Context: an optimization exercise on an open-source flow, tuned for small area, a short achievable clock period and few clock cycles. The choices shown serve that exercise and are no tape-out recipe.
RTL that was checked went through simulation tests only; none was proved equivalent to the original.
Power is estimated from default activity; no workload was simulated.

// seq_mult
module seq_mult(d, done, clk, a, b, go, reset);
  output [63:0] d;
  output reg done;
  input clk;
  input [31:0] a, b;
  input go, reset;
  reg [31:0] m;               
  reg [31:0] q;               
  reg [31:0] hi;              
  reg [3:0] e1, e2, ng;      
  reg ngl;                    
  reg [33:0] s, c;           
  reg [7:0] slo;             
  reg [7:1] clo;             
  reg first;                  
  reg fa0;                    
  reg [2:0] cnt;
  function [11:0] benc(input [8:0] v);
    integer i;
    begin
      for (i = 0; i < 4; i = i + 1) begin
        benc[i] = v[2*i+1] ^ v[2*i];
        benc[4+i] = (v[2*i+2] & ~v[2*i+1] & ~v[2*i]) | (~v[2*i+2] & v[2*i+1] & v[2*i]);
        benc[8+i] = v[2*i+2];
      end
    end
  endfunction
  wire [11:0] enc_go = benc({a[8:1], 1'b0});
  wire [11:0] enc_nx = benc({q[16] & ~(cnt == 3'd2), q[15:8]});
  wire [9:0] lo = slo + {clo, 1'b0} + {ngl, 7'd0};
  wire [1:0] cy = lo[9:8] & {2{~first}};
  wire [33:0] si = {2'd0, m & {32{fa0}}} | s & {34{~first}};
  wire [33:0] ci = {first, 33'd0} | c & {34{~first}};
  wire [32:0] mx = {1'b0, m};
  wire [32:0] m2 = {m, 1'b0};
  wire [32:0] pp0 = (mx & {33{e1[0]}} | m2 & {33{e2[0]}}) ^ {33{ng[0]}};
  wire [32:0] pp1 = (mx & {33{e1[1]}} | m2 & {33{e2[1]}}) ^ {33{ng[1]}};
  wire [32:0] pp2 = (mx & {33{e1[2]}} | m2 & {33{e2[2]}}) ^ {33{ng[2]}};
  wire [32:0] pp3 = (mx & {33{e1[3]}} | m2 & {33{e2[3]}}) ^ {33{ng[3]}};
  wire hs1;
  wire hc2;
  wire hs3;
  wire hc4;
  wire fs5;
  wire fc6;
  wire hs7;
  wire hc8;
  wire fs9;
  wire fc10;
  wire fs11;
  wire fc12;
  wire fs13;
  wire fc14;
  wire fs15;
  ...
For scale: roughly 1400 cells after synthesis, roughly 200 flip-flops, ~14000 sq um of cells after synthesis.
clock: 3.3 ns
lec_check: 0
cap_margin: 20
core_margin: 2
core_utilization: 40
place_density: 0.6
slew_margin: 20
run.sh (not shown) runs the stock make flow with config.mk's settings and CLKGATE_MAP_FILE= SYNTH_SCRIPT=/design/flow/synth_recipe.tcl, a recipe that flattens the netlist after the stock synthesis.
Then changed:
--- a/flow/design.v
+++ b/flow/design.v
@@ -1,47 +1,49 @@
 module seq_mult(d, done, clk, a, b, go, reset);
   output [63:0] d;
   output reg done;
   input clk;
   input [31:0] a, b;
   input go, reset;
   reg [31:0] m;               
   reg [31:0] q;               
   reg [31:0] hi;              
-  reg [3:0] e1, e2, ng;      
+  reg [3:0] e1r, e2r, ngr;   
   reg ngl;                    
   reg [33:0] s, c;           
   reg [7:0] slo;             
   reg [7:1] clo;             
-  reg first;                  
-  reg fa0;                    
   reg [2:0] cnt;
   function [11:0] benc(input [8:0] v);
     integer i;
     begin
       for (i = 0; i < 4; i = i + 1) begin
         benc[i] = v[2*i+1] ^ v[2*i];
         benc[4+i] = (v[2*i+2] & ~v[2*i+1] & ~v[2*i]) | (~v[2*i+2] & v[2*i+1] & v[2*i]);
         benc[8+i] = v[2*i+2];
       end
     end
   endfunction
   wire [11:0] enc_go = benc({a[8:1], 1'b0});
+  wire [11:0] enc_go1 = benc(a[16:8]);
   wire [11:0] enc_nx = benc({q[16] & ~(cnt == 3'd2), q[15:8]});
+  wire [3:0] e1, e2, ng;
+  assign {ng, e2, e1} = go ? enc_go : {ngr, e2r, e1r};
+  wire [31:0] mm = go ? b : m;
   wire [9:0] lo = slo + {clo, 1'b0} + {ngl, 7'd0};
-  wire [1:0] cy = lo[9:8] & {2{~first}};
-  wire [33:0] si = {2'd0, m & {32{fa0}}} | s & {34{~first}};
-  wire [33:0] ci = {first, 33'd0} | c & {34{~first}};
-  wire [32:0] mx = {1'b0, m};
-  wire [32:0] m2 = {m, 1'b0};
+  wire [1:0] cy = lo[9:8] & {2{~go}};
+  wire [33:0] si = {2'd0, b & {32{go & a[0]}}} | s & {34{~go}};
+  wire [33:0] ci = {go, 33'd0} | c & {34{~go}};
+  wire [32:0] mx = {1'b0, mm};
+  wire [32:0] m2 = {mm, 1'b0};
   wire [32:0] pp0 = (mx & {33{e1[0]}} | m2 & {33{e2[0]}}) ^ {33{ng[0]}};
   wire [32:0] pp1 = (mx & {33{e1[1]}} | m2 & {33{e2[1]}}) ^ {33{ng[1]}};
   wire [32:0] pp2 = (mx & {33{e1[2]}} | m2 & {33{e2[2]}}) ^ {33{ng[2]}};
   wire [32:0] pp3 = (mx & {33{e1[3]}} | m2 & {33{e2[3]}}) ^ {33{ng[3]}};
   wire hs1;
   wire hc2;
   wire hs3;
   wire hc4;
   wire fs5;
   wire fc6;
   wire hs7;
   wire hc8;
@@ -628,38 +630,34 @@
   wire [39:0] kg6 = kg5 | (kp5 & {kg5[7:0], 32'd0});
   wire [39:0] kp6 = kp5 & {kp5[7:0], 32'd0};
   wire [39:0] sum = kp0 ^ {kg6[38:0], 1'b0};
   always @(posedge clk, posedge reset)
     if (reset)
       done <= 1'b0;
     else if (go)
       done <= 1'b0;
     else if (cnt == 3'd4)
       done <= 1'b1;
   always @(posedge clk)
     if (go) begin
-      first <= 1'b1;
-      fa0 <= a[0];
-      cnt <= 3'd0;
+      cnt <= 3'd1;
       m <= b;
-      q <= a;
-      {ng, e2, e1} <= enc_go;
+      q <= {lo[7:0], a[31:8]};
+      {ngr, e2r, e1r} <= enc_go1;
     end else begin
-      first <= 1'b0;
-      fa0 <= 1'b0;
-      {ng, e2, e1} <= enc_nx;
+      {ngr, e2r, e1r} <= enc_nx;
       if (!done) begin
         cnt <= cnt + 3'd1;
         q <= {lo[7:0], q[31:8]};
       end
     end
   always @(posedge clk) begin
     s <= ts[41:8];
     c <= tc[41:8];
     slo <= ts[7:0];
     clo <= tc[7:1];
     ngl <= ng[3];
-    if (!done && cnt == 3'd4)
+    if (!go && !done && cnt == 3'd4)
       hi <= sum[39:8];
   end
   assign d = {hi, q};
 endmodule
Effect: The changed run finished clean. Area after synthesis rose by 1.1%. Routed wire length rose by 6.0%. Design area rose by 14%. First-iteration DRC count fell by 22%. Cell count rose by 13%. Die area rose by 1.1%. Utilization rose by 6.3 points. Total power fell by 1.9%. Sequential share of layout area fell by 5.5 points. Combinational power is about the same. Setup slack degrades by 0.049 ns.
No run of this note included a check of the RTL's function; only the layout flow was run.


v6:
seq_mult, a different RTL version from the one above (not shown whole).
Size in the first run: roughly 210 flip-flops, roughly 130 I/O pins.
clock: 3.3 ns
lec_check: 0
cap_margin: 20
core_margin: 2
core_utilization: 40
place_density: 0.6
setup_slack_margin: 0.3
slew_margin: 20
standard.sh (not shown) runs the stock make flow with config.mk's settings and CLKGATE_MAP_FILE= SYNTH_SCRIPT=/design/flow/synth_recipe.tcl, a recipe that flattens the netlist after the stock synthesis.
==> flow/flow/run.sh <==
#!/bin/bash
# The standard layout (standard.sh: standard synthesis and ORFS flow),
# except that buffer_ports puts sky130_fd_sc_hd__buf_2 cells on the ports
# instead of the delay buffers it picks by itself.
set -euo pipefail
cd "$(dirname "$0")/.."
bash standard.sh "BUFFER_PORTS_ARGS=-buffer_cell sky130_fd_sc_hd__buf_2" finish > make_finish.log 2>&1
Input changes introduced in v7 (baseline for comparison: v6):
--- a/flow/design.v
+++ b/flow/design.v
@@ -5,13 +5,12 @@
   input [31:0] a, b;
   input go, reset;
   reg [31:0] m;               
   reg [31:0] q;               
   reg [31:0] hi;              
   reg [3:0] e1, e2, ng;      
-  reg [3:0] e1n, e2n, ngn;   
   reg ngl;                    
   reg [33:0] s, c;           
   reg [7:0] slo;             
   reg [7:1] clo;             
   reg first;                  
   reg fa0;                    
@@ -31,16 +30,16 @@
   wire [9:0] lo = slo + {clo, 1'b0} + {ngl, 7'd0};
   wire [1:0] cy = lo[9:8] & {2{~first}};
   wire [33:0] si = {2'd0, m & {32{fa0}}} | s & {34{~first}};
   wire [33:0] ci = {first, 33'd0} | c & {34{~first}};
   wire [32:0] mx = {1'b0, m};
   wire [32:0] m2 = {m, 1'b0};
-  wire [32:0] pp0 = (mx & {{16{~e1n[0]}}, {17{e1[0]}}} | m2 & {{16{~e2n[0]}}, {17{e2[0]}}}) ^ {{16{~ngn[0]}}, {17{ng[0]}}};
-  wire [32:0] pp1 = (mx & {{16{~e1n[1]}}, {17{e1[1]}}} | m2 & {{16{~e2n[1]}}, {17{e2[1]}}}) ^ {{16{~ngn[1]}}, {17{ng[1]}}};
-  wire [32:0] pp2 = (mx & {{16{~e1n[2]}}, {17{e1[2]}}} | m2 & {{16{~e2n[2]}}, {17{e2[2]}}}) ^ {{16{~ngn[2]}}, {17{ng[2]}}};
-  wire [32:0] pp3 = (mx & {{16{~e1n[3]}}, {17{e1[3]}}} | m2 & {{16{~e2n[3]}}, {17{e2[3]}}}) ^ {{16{~ngn[3]}}, {17{ng[3]}}};
+  wire [32:0] pp0 = (mx & {33{e1[0]}} | m2 & {33{e2[0]}}) ^ {33{ng[0]}};
+  wire [32:0] pp1 = (mx & {33{e1[1]}} | m2 & {33{e2[1]}}) ^ {33{ng[1]}};
+  wire [32:0] pp2 = (mx & {33{e1[2]}} | m2 & {33{e2[2]}}) ^ {33{ng[2]}};
+  wire [32:0] pp3 = (mx & {33{e1[3]}} | m2 & {33{e2[3]}}) ^ {33{ng[3]}};
   wire hs1;
   wire hc2;
   wire hs3;
   wire hc4;
   wire fs5;
   wire fc6;
@@ -911,18 +910,16 @@
       first <= 1'b1;
       fa0 <= a[0];
       cnt <= 3'd0;
       m <= b;
       q <= a;
       {ng, e2, e1} <= enc_go;
-      {ngn, e2n, e1n} <= ~enc_go;
     end else begin
       first <= 1'b0;
       fa0 <= 1'b0;
       {ng, e2, e1} <= enc_nx;
-      {ngn, e2n, e1n} <= ~enc_nx;
       if (!done) begin
         cnt <= cnt + 3'd1;
         q <= {lo[7:0], q[31:8]};
       end
     end
   always @(posedge clk) begin
==> comparison <==
- Where leakage power summed over all cells is concerned, v6 is outperformed by v7.
- Per the comparison of v7 with v6, final clock period utilization by the worst path now sits higher, synthesized cell count now sits lower.
- Delta (v7 minus v6): clock net sink count shrank by 5.7%, clock-buffer cell count saw a decrease, worst-case setup slack after placement fell 74 ps, via total after detailed routing now smaller.
Testbench counts of v7, summed over its fixed seeds: cycles 14,408.
The RTL of v6 was laid out without a check of its function.

-- static timing again, ports no longer ideal --
How much do the figures lean on ideal ports? The routed layouts below were timed once more, with nothing changed but the port constraints.
Step 1, drivers: a clkbuf_16 drives clk and a buf_2 each remaining input, both assumed.
Step 2 adds t to the input delays and takes it off the output delays; t is the mean of the earliest and latest rising clock arrival at the registers after step 1. Input paths then give back, and output paths get back, about the clock's delay inside the block.
Slacks: ideal / step 1 / step 2; pairs: ideal / step 1.
| run | shift t [ns] | setup slack, ns | latest minus earliest clock arrival (ns) | worst slew at a driven data input, ns | cell pins on the clock port's net |
|---|---|---|---|---|---|
| the first run of note 1 | 0.508 | 0.132 / 0.132 / 0.132 | 0.017 / 0.017 | 0.06 | 1 |
| the second run of note 1 | 0.502 | 0.082 / 0.091 / -0.411 | 0.014 / 0.015 | 0.06 | 1 |
| v6 | 0.590 | 0.418 / 0.418 / 0.418 | 0.022 / 0.022 | 0.08 | 1 |
| v7 | 0.510 | 0.397 / 0.397 / 0.397 | 0.015 / 0.015 | 0.06 | 1 |
Met with ideal ports but missed after step 2: setup timing in the second run of note 1. The setup slack of the second run of note 1, which loses most, moves by +0.009 ns with the drivers and by -0.493 ns with both steps.
